Source: an optimization exercise on an open RTL-to-GDS flow (aim: small area and a short achievable clock period). Production flows keep margins and buffers that such runs may drop.
RTL that was checked went through simulation tests only; none was proved equivalent to the original.
No activity file was given, so power comes from the tool's default toggle rates.

## job 101
Design mac, start of the top module:
module mac(A, B, C, D, clk, reset, Acc);
  input [7:0] A, B, C, D;
  input clk, reset;
  output [31:0] Acc;
  reg [31:0] R;
  reg [1:0] V;
  reg [8:0] W;
  wire p_A0B0 = ~(A[0] & B[0]);
  wire p_A0B1 = ~(A[0] & B[1]);
  wire p_A0B2 = ~(A[0] & B[2]);
  wire p_A0B3 = ~(A[0] & B[3]);
  wire p_A0B4 = ~(A[0] & B[4]);
  wire p_A0B5 = ~(A[0] & B[5]);
  wire p_A0B6 = ~(A[0] & B[6]);
  wire p_A0B7 = ~(A[0] & B[7]);
  wire p_A1B0 = ~(A[1] & B[0]);
  wire p_A1B1 = ~(A[1] & B[1]);
  wire p_A1B2 = ~(A[1] & B[2]);
  wire p_A1B3 = ~(A[1] & B[3]);
  wire p_A1B4 = ~(A[1] & B[4]);
  wire p_A1B5 = ~(A[1] & B[5]);
  wire p_A1B6 = ~(A[1] & B[6]);
  wire p_A1B7 = ~(A[1] & B[7]);
  wire p_A2B0 = ~(A[2] & B[0]);
  wire p_A2B1 = ~(A[2] & B[1]);
  wire p_A2B2 = ~(A[2] & B[2]);
  wire p_A2B3 = ~(A[2] & B[3]);
  wire p_A2B4 = ~(A[2] & B[4]);
  wire p_A2B5 = ~(A[2] & B[5]);
  wire p_A2B6 = ~(A[2] & B[6]);
  wire p_A2B7 = ~(A[2] & B[7]);
  wire p_A3B0 = ~(A[3] & B[0]);
  wire p_A3B1 = ~(A[3] & B[1]);
  wire p_A3B2 = ~(A[3] & B[2]);
  wire p_A3B3 = ~(A[3] & B[3]);
  ...
Size: roughly 490 cells after synthesis, about 43 flip-flops, ~66 I/O pins, about 5400 um2 of cells after synthesis.
Settings: LEC_CHECK=0, CAP_MARGIN=20, CORE_MARGIN=2, CORE_UTILIZATION=60, SETUP_SLACK_MARGIN=1.5, SLEW_MARGIN=20, SYNTH_HIERARCHICAL=1; clock period 6.5 ns.
standard.sh (not shown) runs the stock make flow with config.mk's settings and CLKGATE_MAP_FILE= SYNTH_SCRIPT=/design/flow/synth_recipe.tcl, a recipe that flattens the netlist after the stock synthesis.
==> flow/flow/run.sh <==
#!/bin/bash
# Standard ORFS flow (the standard.sh), with the port buffers made of
# sky130_fd_sc_hd__buf_2 instead of buffer_ports' default cell.
set -o pipefail
export BUFFER_PORTS_ARGS="-buffer_cell sky130_fd_sc_hd__buf_2"
bash standard.sh finish 2>&1 | tee standard_flow.log
Modified inputs, job 102 compared to job 101
-- flow/design.v --
<<< job 101, line 8
module mac_mj(input a, input b, input c, output co);
  assign co = (a & b) | (a & c) | (b & c);
endmodule
module mac_xor(input a, input b, output s);
>>> job 102, line 8
module mac_mj(input a, input b, input c, output co);
  assign co = (a & b) | (a & c) | (b & c);
endmodule
module mac_ha(input a, input b, output s, output co);
  assign s = a ^ b;
  assign co = a & b;
endmodule
module mac_xor(input a, input b, output s);
<<< job 101, line 458
  assign c137 = ~s130 & ~c129;
  mac_fa u_s138 (R[17], c130, c137, s138, c138);
  mac_xor u_s139 (R[18], c138, s139);
  assign c139 = R[18] & c138;
  mac_xor u_s140 (R[19], c139, s140);
  assign c140 = R[19] & c139;
  mac_xor u_s141 (R[20], V[1], s141);
  assign c141 = R[20] & V[1];
  mac_xor u_s142 (R[21], c141, s142);
  assign c142 = R[21] & c141;
  mac_xor u_s143 (R[22], c142, s143);
  assign c143 = R[22] & c142;
  mac_xor u_s144 (R[23], c143, s144);
  assign c144 = R[23] & c143;
  mac_xor u_s145 (R[24], c144, s145);
  assign c145 = R[24] & c144;
  mac_xor u_s146 (R[25], c145, s146);
  assign c146 = R[25] & c145;
  mac_xor u_s147 (R[26], c146, s147);
  assign c147 = R[26] & c146;
  mac_xor u_s148 (R[27], c147, s148);
  assign c148 = R[27] & c147;
  mac_xor u_s149 (R[28], c148, s149);
  assign c149 = R[28] & c148;
  mac_xor u_s150 (R[29], c149, s150);
  assign c150 = R[29] & c149;
  mac_xor u_s151 (R[30], c150, s151);
  assign c151 = R[30] & c150;
  mac_xor u_s152 (R[31], c151, s152);
  assign c152 = R[31] & c151;
  wire [31:0] z = {1'b0, 1'b0, 1'b0, 1'b0, 1'b0, 1'b0, 1'b0, 1'b0, 1'b0, 1'b0, 1'b0, V[1], 1'b0, 1'b0, 1'b0, 1'b0, ~W[8], ~W[7], ~W[6], ~W[5], ~W[4], ~W[3], W[2], ~W[1], W[0], ~V[0], 1'b0, 1'b0, 1'b0, 1'b0, 1'b0, 1'b0};
  wire [31:0] h, g, t;
>>> job 102, line 462
  assign c137 = ~s130 & ~c129;
  mac_fa u_s138 (R[17], c130, c137, s138, c138);
  mac_ha u_s139 (R[18], c138, s139, c139);
  mac_ha u_s140 (R[19], c139, s140, c140);
  mac_ha u_s141 (R[20], V[1], s141, c141);
  mac_ha u_s142 (R[21], c141, s142, c142);
  mac_ha u_s143 (R[22], c142, s143, c143);
  mac_ha u_s144 (R[23], c143, s144, c144);
  mac_ha u_s145 (R[24], c144, s145, c145);
  mac_ha u_s146 (R[25], c145, s146, c146);
  mac_ha u_s147 (R[26], c146, s147, c147);
  mac_ha u_s148 (R[27], c147, s148, c148);
  mac_ha u_s149 (R[28], c148, s149, c149);
  mac_ha u_s150 (R[29], c149, s150, c150);
  mac_ha u_s151 (R[30], c150, s151, c151);
  mac_ha u_s152 (R[31], c151, s152, c152);
  wire [31:0] z = {1'b0, 1'b0, 1'b0, 1'b0, 1'b0, 1'b0, 1'b0, 1'b0, 1'b0, 1'b0, 1'b0, V[1], 1'b0, 1'b0, 1'b0, 1'b0, ~W[8], ~W[7], ~W[6], ~W[5], ~W[4], ~W[3], W[2], ~W[1], W[0], ~V[0], 1'b0, 1'b0, 1'b0, 1'b0, 1'b0, 1'b0};
  wire [31:0] h, g, t;
Findings:
Job 102 has layout overhead on the synthesized area above what job 101 had.
For the ratio of cells with drive above 1 in the final layout, job 102 came in 1.5 points higher than job 101 did.
Going from job 101 to job 102, adder and majority gate portion of the synthesized area grows by 3.4 points.
The sequential share of layout area on job 101 is in line with that on job 102.
Job 101 consumes less power than job 102.
In the tables for job 101 and job 102, global-route usage reads higher with job 101.
Looking at cell total after placement, job 102 sits about 3% lower than job 101 does.
Job 102 against job 101: area after synthesis barely changed, overall routed net length dropped about 6%, final cycle utilization of the critical path moved up.
The RTL of job 102 was laid out without a check of its function.

==> afterwards: timing with drivers on the ports <==
The flow's constraints put no driver on any port. The routed layouts listed below were extracted and timed again, unchanged, in two steps. Step 1, drivers: a clkbuf_16 drives clk and a buf_2 each remaining input, both assumed. Step 2 moves the port delays by t, midway between the first and last clock arrival at a register: inputs arrive t later, outputs are due t later. That takes back most of the time a late clock gives input paths. Three values: ideal, step 1, step 2; two values: the first two.
run	t, ns	setup slack, ns	worst setup path at the end	worst register clock-pin slew, ns	cell pins on the clock port's net
job 101	0.338	2.202 / 2.214 / 1.876	input to register	0.10 / 0.10	1
job 102	0.328	2.186 / 2.193 / 1.865	input to register	0.09 / 0.09	1
After both steps setup and hold are still met in every run listed. The setup slack of job 101, which loses most, moves by +0.012 ns with the drivers and by -0.326 ns with both steps.
